Context: an optimization exercise on an open-source flow, tuned for small area. The choices shown serve that exercise and are no tape-out recipe. The RTL of this run was laid out without a check of its function. Power is estimated from default activity; no workload was simulated.

File: design/flow/design.v
module core_dp(
  input         reset,
  input  [31:0] in,
  input  [31:0] pc,
  input  [31:0] rs1,
  input  [31:0] rs2,
  input  [31:0] rdata,
  output [31:0] wd,
  output [31:1] we,
  output [31:1] pcn,
  output        isS,
  output        isL,
  output [31:0] sum
);
  wire [4:0]  op = in[6:2];
  wire [2:0]  f3 = in[14:12];
  wire        i30 = in[30];
  wire isR     = op == 5'b01100;
  wire isI     = op == 5'b00100;
  assign isL   = op == 5'b00000;
  assign isS   = op == 5'b01000;
  wire isB     = op == 5'b11000;
  wire isLUI   = op == 5'b01101;
  wire isAUIPC = op == 5'b00101;
  wire isJAL   = op == 5'b11011;
  wire isJALR  = op == 5'b11001;
  wire isU     = isLUI | isAUIPC;
  wire isJ     = isJAL | isJALR;
  wire regWrite = isR | isI | isL | isU | isJ;
  wire [31:0] iImm  = {{20{in[31]}}, in[31:20]};
  wire [31:0] sImm  = {{20{in[31]}}, in[31:25], in[11:7]};
  wire [31:0] uImm  = {in[31:12], 12'd0};
  wire [31:0] sbImm = {{19{in[31]}}, in[31], in[7], in[30:25], in[11:8], 1'b0};
  wire [31:0] ujImm = {{11{in[31]}}, in[31], in[19:12], in[20], in[30:21], 1'b0};
  wire [31:0] a = isAUIPC ? pc : rs1;
  wire [31:0] b = isS ? sImm : isU ? uImm : (isR | isB) ? rs2 : iImm;
  wire sub = isB | (isR & i30 & (f3 == 3'd0));
  wire co;
  add_rc #(32) alu_add (.a(a), .b(b ^ {32{sub}}), .ci(sub), .s(sum), .co(co));
  wire [31:0] sr;
  shifter sh (.x(rs1), .sh(b[4:0]), .left(~f3[2]), .y(sr));
  wire [31:0] srev;
  genvar i;
  generate for (i = 0; i < 32; i = i + 1) begin : rv
    assign srev[i] = sr[31-i];
  end endgenerate
  wire eq  = ~|sum;
  wire ltu = ~co;
  wire lt  = (rs1[31] ^ rs2[31]) ? rs1[31] : sum[31];
  reg  cond;
  always @* begin
    case (f3)
      3'd0: cond = eq;
      3'd1: cond = ~eq;
      3'd2: cond = lt;
      3'd3: cond = ~lt;
      3'd4: cond = ltu;
      3'd5: cond = ~ltu;
      default: cond = 1'b0;
    endcase
  end
  wire taken = isB & cond;
  reg [31:0] alu;
  always @* begin
    if (isR & i30 & (f3 != 3'd0) & (f3 != 3'd5)) alu = 32'd0;
    else if (isR | isI) begin
      case (f3)
        3'd0: alu = sum;
        3'd1: alu = srev;
        3'd2, 3'd3: alu = 32'd1;
        3'd4: alu = rs1 ^ b;
        3'd5: alu = sr;
        3'd6: alu = rs1 | b;
        default: alu = rs1 & b;
      endcase
    end else alu = sum;
  end
  assign wd = reset ? 32'd0 : isL ? rdata : isJ ? pc : alu;
  wire [4:0] rd = in[11:7];
  generate for (i = 1; i < 32; i = i + 1) begin : wdec
    assign we[i] = reset | (regWrite & (rd == i));
  end endgenerate
  pc_next pcu (.pc(pc[31:1]), .in(in), .sel_br(taken | isJAL), .isJAL(isJAL), .isJALR(isJALR), .sum(sum[31:1]), .pcn(pcn));
endmodule
module fa1(input a, input b, input c, output s, output co);
  assign s  = a ^ b ^ c;
  assign co = (a & b) | (c & (a ^ b));
endmodule
module ha1(input a, input b, output s, output co);
  assign s  = a ^ b;
  assign co = a & b;
endmodule
module add_rc #(parameter W = 32) (input [W-1:0] a, input [W-1:0] b, input ci, output [W-1:0] s, output co);
  wire [W:0] c;
  assign c[0] = ci;
  genvar i;
  generate for (i = 0; i < W; i = i + 1) begin : bit_
    fa1 u (.a(a[i]), .b(b[i]), .c(c[i]), .s(s[i]), .co(c[i+1]));
  end endgenerate
  assign co = c[W];
endmodule
module inc_rc #(parameter W = 30) (input [W-1:0] a, output [W-1:0] s);
  wire [W:0] c;
  assign c[0] = 1'b1;
  genvar i;
  generate for (i = 0; i < W; i = i + 1) begin : bit_
    ha1 u (.a(a[i]), .b(c[i]), .s(s[i]), .co(c[i+1]));
  end endgenerate
endmodule
module rf_aoi3(input a0, b0, a1, b1, a2, b2, output y);
  assign y = ~((a0 & b0) | (a1 & b1) | (a2 & b2));
endmodule
module rf_bit(input [31:1] s, input [31:1] d, output y);
  wire [10:0] g;
  genvar i;
  generate for (i = 0; i < 10; i = i + 1) begin : grp
    rf_aoi3 u (.a0(s[3*i+1]), .b0(d[3*i+1]), .a1(s[3*i+2]), .b1(d[3*i+2]), .a2(s[3*i+3]), .b2(d[3*i+3]), .y(g[i]));
  end endgenerate
  assign g[10] = ~(s[31] & d[31]);
  assign y = ~&g;
endmodule
module rf_read(input [4:0] sel, input [32*31-1:0] q, output [31:0] y);
  wire [31:1] s;
  genvar i, b;
  generate for (i = 1; i < 32; i = i + 1) begin : dec
    assign s[i] = sel == i;
  end endgenerate
  generate for (b = 0; b < 32; b = b + 1) begin : bits
    wire [31:1] d;
    for (i = 1; i < 32; i = i + 1) begin : col
      assign d[i] = q[32*(i-1) + b];
    end
    rf_bit u (.s(s), .d(d), .y(y[b]));
  end endgenerate
endmodule
module shifter(input [31:0] x, input [4:0] sh, input left, output [31:0] y);
  wire [31:0] xr;
  genvar i;
  generate for (i = 0; i < 32; i = i + 1) begin : rv
    assign xr[i] = left ? x[31-i] : x[i];
  end endgenerate
  wire fill = ~left & x[31];
  wire [63:0] ext = {{32{fill}}, xr};
  wire [63:0] s = ext >> sh;
  assign y = s[31:0];
endmodule
module pc_next(input [31:1] pc, input [31:0] in, input sel_br, input isJAL, input isJALR, input [31:1] sum, output [31:1] pcn);
  wire [31:1] sbImm = {{19{in[31]}}, in[31], in[7], in[30:25], in[11:8]};
  wire [31:1] ujImm = {{11{in[31]}}, in[31], in[19:12], in[20], in[30:21]};
  wire [31:1] off = isJAL ? ujImm : sbImm;
  wire [31:1] pcbr;
  wire co;
  add_rc #(31) pc_add (.a(pc), .b(off), .ci(1'b0), .s(pcbr), .co(co));
  wire [31:2] pc4;
  inc_rc #(30) pc_inc (.a(pc[31:2]), .s(pc4));
  assign pcn = sel_br ? pcbr : isJALR ? sum : {pc4, pc[1]};
endmodule
module seg7(input [3:0] v, output reg [6:0] y);
  always @* begin
    case (v)
      4'h0: y = 7'b0000001; 4'h1: y = 7'b1001111;
      4'h2: y = 7'b0010010; 4'h3: y = 7'b0000110;
      4'h4: y = 7'b1001100; 4'h5: y = 7'b0100100;
      4'h6: y = 7'b0100000; 4'h7: y = 7'b0001111;
      4'h8: y = 7'b0000000; 4'h9: y = 7'b0000100;
      4'ha: y = 7'b0001000; 4'hb: y = 7'b1100000;
      4'hc: y = 7'b0110001; 4'hd: y = 7'b1000010;
      4'he: y = 7'b0110000; default: y = 7'b0111000;
    endcase
  end
endmodule
module Top(
  input         clock,
  input         reset,
  output [9:0]  imem_addr,
  input  [31:0] imem_data,
  output [9:0]  dmem_addr,
  output [31:0] dmem_wdata,
  output        dmem_we,
  output        dmem_re,
  input  [31:0] dmem_rdata,
  output led1a,led1b,led1c,led1d,led1e,led1f,led1g,
         led2a,led2b,led2c,led2d,led2e,led2f,led2g,
         led3a,led3b,led3c,led3d,led3e,led3f,led3g
);
  wire [31:0] in = imem_data;
  reg  [31:1] pc_q;
  wire [31:0] pc = {pc_q, 1'b0};
  reg  [31:0] rf [1:31];
  wire [31:0] rs1, rs2;
  wire [32*31-1:0] rf_flat;
  genvar gi;
  generate for (gi = 1; gi < 32; gi = gi + 1) begin : flat
    assign rf_flat[32*(gi-1) +: 32] = rf[gi];
  end endgenerate
  rf_read rd1 (.sel(in[19:15]), .q(rf_flat), .y(rs1));
  rf_read rd2 (.sel(in[24:20]), .q(rf_flat), .y(rs2));
  wire [31:0] wd;
  wire [31:1] pcn;
  wire [31:1] we;
  wire        isS, isL;
  wire [31:0] sum;
  core_dp dp (.reset(reset), .in(in), .pc(pc), .rs1(rs1), .rs2(rs2), .rdata(dmem_rdata),
              .wd(wd), .we(we), .pcn(pcn), .isS(isS), .isL(isL), .sum(sum));
  always @(posedge clock) begin
    if (reset) pc_q <= 31'd0;
    else pc_q <= pcn;
  end
  genvar g;
  generate for (g = 1; g < 32; g = g + 1) begin : regs
    always @(posedge clock)
      if (we[g]) rf[g] <= wd;
  end endgenerate
  reg [11:0] bcd;
  always @(posedge clock) bcd <= reset ? 12'd0 : rf[7][11:0];
  seg7 s0 (.v(bcd[3:0]),  .y({led1a,led1b,led1c,led1d,led1e,led1f,led1g}));
  seg7 s1 (.v(bcd[7:4]),  .y({led2a,led2b,led2c,led2d,led2e,led2f,led2g}));
  seg7 s2 (.v(bcd[11:8]), .y({led3a,led3b,led3c,led3d,led3e,led3f,led3g}));
  assign imem_addr  = pc[11:2];
  assign dmem_addr  = sum[11:2];
  assign dmem_wdata = rs2;
  assign dmem_we    = isS;
  assign dmem_re    = isL;
endmodule
File: design/flow/run.sh
#!/bin/bash
# synth_recipe.tcl (not shown) runs the flow's synth.tcl, then flattens the netlist and writes it again
# the make line also repeats each setting of config.mk as NAME=value (left out here)
make -C /OpenROAD-flow-scripts/flow DESIGN_CONFIG=/design/flow/config.mk WORK_HOME=/design/flow/orfs CLKGATE_MAP_FILE= SYNTH_SCRIPT=/design/flow/synth_recipe.tcl finish
File: design/flow/config.mk
export PLATFORM = sky130hd
export DESIGN_NAME = Top
export DESIGN_NICKNAME = Top
export VERILOG_FILES = /design/flow/design.v
export SDC_FILE = /design/flow/constraint.sdc
export NUM_CORES = 4
export LEC_CHECK = 0
export CAP_MARGIN = 20
export CORE_MARGIN = 2
export CORE_UTILIZATION = 30
export PLACE_DENSITY = 0.45
export SLEW_MARGIN = 20
export SYNTH_HIERARCHICAL = 1
File: design/flow/constraint.sdc
create_clock -name core_clock -period 14.0 [get_ports {clock}]
set_input_delay 2.8000 -clock core_clock [delete_from_list [all_inputs] [get_ports {clock}]]
set_output_delay 2.8000 -clock core_clock [all_outputs]
set_load 0.01 [all_outputs]
==> run notes <==
==> modules after synthesis (local to each module, per instance), excerpt <==
| module | flip-flops and latches | times used |
|---|---|---|
| core_dp | 0 | 1 |
| rf_bit | 0 | 64 |
| shifter | 0 | 1 |
| rf_aoi3 | 0 | 640 |
| ha1 | 0 | 30 |
| Top | 1035 | 1 |
| rf_read | 0 | 2 |
| fa1 | 0 | 63 |
| seg7 | 0 | 3 |
| pc_next | 0 | 1 |
==> metal layers <==
layer / part of all wire (%) / wire [microns] / track usage, %
met1: 40 / 97000 / 36.4
met2: 44 / 106000 / 40.8
met5: 0.041 / 99 / 0
met4: 3.9 / 9460 / 10.3
met3: 12 / 27900 / 6.56
==> flip-flops by register name, summed over array words and instances, names as in the netlist <==
| name | cells |
|---|---|
| pc_q | 31 |
| bcd | 12 |
| rf | 992 |
==> what timing repair did <==
item / CTS / global route
endpoints found under the hold margin: 0 / 0
resized for setup: 77 / 52
cloned: 10 / 7
buffers inserted: 21 / 6
setup endpoints to repair: 403 / 403
pin swaps: 19 / 16
==> power groups by stage <==
stage | registers [mW] | logic, mW | clock network, mW
2_1_floorplan | 4.61 | 1.19 | 0
3_3_place_gp | 4.71 | 2.54 | 0
3_5_place_dp | 4.72 | 2.54 | 0
4_1_cts | 4.66 | 2.66 | 2.98
5_1_grt | 4.74 | 2.85 | 3.10
6_report | 4.68 | 2.74 | 2.94
==> cell families after synthesis <==
logic type,Yosys count
AND/OR/NAND/NOR,668
AO/OA/AOI/OAI,1115
buffers and inverters,222
adder cells (fa/ha/maj),179
flip-flops,1035
other,3
XOR/XNOR,35
multiplexers,200
==> area by class of cell <==
type / instances / area share, %
diodes: 7 / 0.0272
clock buffers: 139 / 4.56
clock inverters: 65 / 1.01
inverters: 75 / 0.439
multi-input cells: 2201 / 32.1
flip-flops and latches: 1035 / 47.6
well taps: 2218 / 4.31
repair buffers: 695 / 9.99
==> worst paths after layout <==
check             endpoint
hold reg to reg     bcd[7]
setup reg to reg  pc_q[11]
hold / removal      bcd[7]
setup / recovery  pc_q[11]
==> cells in the final DEF (no fill, tap or decap), types with 19 or more instances in the layout <==
cell type,netlist,routed
sky130_fd_sc_hd__buf_4,21,487
sky130_fd_sc_hd__clkdlybuf4s50_1,0,130
sky130_fd_sc_hd__nand2_1,218,191
sky130_fd_sc_hd__a222oi_1,646,646
sky130_fd_sc_hd__ha_1,110,110
sky130_fd_sc_hd__a21oi_1,55,51
sky130_fd_sc_hd__dfxtp_1,43,43
sky130_fd_sc_hd__inv_1,70,69
sky130_fd_sc_hd__clkbuf_16,0,119
sky130_fd_sc_hd__nor2b_1,57,53
sky130_fd_sc_hd__edfxtp_1,992,992
sky130_fd_sc_hd__clkbuf_1,57,25
sky130_fd_sc_hd__o21ai_0,80,78
sky130_fd_sc_hd__a2111o_1,64,64
sky130_fd_sc_hd__o22ai_1,46,19
sky130_fd_sc_hd__nand4_1,130,130
sky130_fd_sc_hd__mux2_2,39,39
sky130_fd_sc_hd__fa_2,0,32
sky130_fd_sc_hd__mux4_2,61,61
sky130_fd_sc_hd__nor2_1,143,80
sky130_fd_sc_hd__buf_12,4,46
sky130_fd_sc_hd__nor2_4,0,63
sky130_fd_sc_hd__xnor2_1,33,31
sky130_fd_sc_hd__a22oi_1,30,29
sky130_fd_sc_hd__clkinv_1,1,25
sky130_fd_sc_hd__mux2i_1,88,88
sky130_fd_sc_hd__fa_1,63,31
sky130_fd_sc_hd__o21ai_1,30,24
==> metrics by stage <==
step / cells / TNS [ps] / area (sq um) / utilization (%) / setup slack (ps)
after global routing: 6430 / -796620 / 64400 / 38.1 / -4110
after detailed placement: 6188 / -1166070 / 59900 / 35.4 / -4950
after CTS: 6421 / -687940 / 64100 / 37.9 / -3810
after floorplan: 3458 / -626210 / 51600 / - / -3500
final: 6435 / -718750 / 64400 / 38.1 / -3830
after global placement: 6187 / -1156030 / 59900 / 35.4 / -4910
==> reports/qor.yml <==
outcome: "complete, but fails checks"
check-failures: "negative setup slack"
synthMuxAreaShare_pct: 5.64
initial_antenna_violation_count: 23
crit_top_cell: "sky130_fd_sc_hd__fa_2"
first_global_vias: 40093
synthToLayoutAreaGrowth_pct: 26.1
setup_violations: 341
drt_drc_violations_left: 0
reg2reg_from: "rf[27][0]"
tritoncts_num_sinks: 1035
clk_pin_slew_ps: 60
min_delay_path_depth: 1
timing.hold.worst.start: "rf[7][7]"
cpPeakStageDelay_ps: 570
critical_path_peak_fanout: 8
timing.critical_path.to_type: "register"
postSynthAreaPerCell_sq_um: 14.8
ff2ff_path_depth: 50
first_iter_violations: 8655
cp_top_family: "adder cells"
fp.coreArea_sq_um: 169000
worstSetupPathDepth: 55
drv.max_cap_violation_count: 0
route.vias.total: 41670
netSwitchingPower_mw: 3.33
switching_share_pct: 32.2
rsz0062_at_grt: "yes"
ir_worst_vdd_mv: 0.115
seq_cell_area_sq_um: 30600
arrival_ps: 18440
critical_path.n_buffers_inverters: 6
critPathLaunchType: "input port"
slowest_stage: "sky130_fd_sc_hd__fa_2"
synth_warnings: 10
count_of_flip_flops_with_a_built_in_enable_after_synthesis: 992
layout_min_cycle_time_ps: 17830
gp_congestion: 0.972
nets: 4358
grt_overflow: 0
grt_use_total_pct: 26.7
die_y_microns: 417
synthesis.area_sq_um: 51100
synth_async_sr_flop_share_pct: 0
cells_taking_the_most_area_after_synthesis: "sky130_fd_sc_hd__edfxtp_1 58%, sky130_fd_sc_hd__a222oi_1 13%, sky130_fd_sc_hd__ha_1 2.7%"
worst_clock_skew_ps: 52.4
design_power_total_mw: 10.4
p_seq_share_pct: 45.2
synth_top_area_cell: "sky130_fd_sc_hd__edfxtp_1"
fill_cell_instance_count_of_the_final_layout: 16020
synth-compound-area-share_pct: 19.7
report.final.slew_viol_count: 0
yosys_most_used_dff: "sky130_fd_sc_hd__edfxtp_1"
wl_per_cell_microns: 37.4
fin_hold_ws_ps: 533
cellPowerDensity_nw_per_um2: 161
cts.root.buffer_cell: "sky130_fd_sc_hd__clkbuf_16"
worstMarginPinSlew_ps: 1180
detail-route-antenna-nets: 0
multi_input_comb_area_sq_um: 20700
r2r_slack_ps: -1590
port-buffer-count: 138
post_cts_hold_buffer_count: 0
synth_top_family_by_area: "compound AO/OA/AOI/OAI gates"
synth_adder_area_share_pct: 5.28
length_of_the_first_detailed_routing_pass_in_iterations: 10
synth_most_common_cell: "sky130_fd_sc_hd__edfxtp_1"
number_of_cts_inserted_buffers: 111
seq_area_frac_synth_pct: 60.0
internal_power_mw: 7.03
synth_simple_gate_area_share_pct: 6.54
grt_first_pass_wirelength_mm: 326
ctsLongestPathBuffers: 3
layout_setup_ws_ps: -3830
synth-xor-area-share_pct: 0.600
initial_core_util_pct: 30.2
die_area_sq_um: 174000
path_class: "input port to register"
vias_per_cell: 6.48
clk_pwr_share_pct: 28.4
synth.distinct_cells: 91
grt_start_max_net_pins: 64
drive_above_1_share_pct: 25.7
static-leakage-power_nw: 23.0
yosys.area.top_type_share_pct: 58.3
worstSkewPairLatency_ps: 770
netlist_instances: 3457
pin_count: 141
fmax_ghz: 0.0561
comb_power_share_pct: 26.4
placementRows: 151
timing.critical_path.from: "imem_data[21]"
final.period_utilization_pct: 127
top_cells_by_count_synth: "992 x sky130_fd_sc_hd__edfxtp_1, 646 x sky130_fd_sc_hd__a222oi_1, 218 x sky130_fd_sc_hd__nand2_1, 143 x sky130_fd_sc_hd__nor2_1, 130 x sky130_fd_sc_hd__nand4_1"
min-delay-path-class: "register to register"
detailedPlacementHpwl_mm: 161
ys_seq_elements: 1035
routed_wire_length_mm: 241
tritoncts: "yes"
htree_levels: 3
slew_headroom_pct: 21.1
timing_hold_violations_final: 0
critical_path_required_ps: 14610
die_w_microns: 417

[static timing again, ports no longer ideal]
In the flow no input, the clock included, has a driving cell. The finished layout below was timed again as built, in two steps. Step 1 sets driving cells, clkbuf_16 on the clock port and buf_2 on the other inputs (assumed; they add their load-dependent delay and slew). Step 2 adds t to the input delays and takes it off the output delays; t is the mean of the earliest and latest rising clock arrival at the registers after step 1. Input paths then give back, and output paths get back, about the clock's delay inside the block. Three values: ideal, step 1, step 2; two values: the first two.
t, ns: 0.834
slack for setup (ns): -3.834 / -3.850 / -4.684
hold slack, ns: 0.533 / 0.533 / 0.533
For this run, drivers alone change the setup slack by -0.016 ns; drivers and shift together by -0.850 ns.
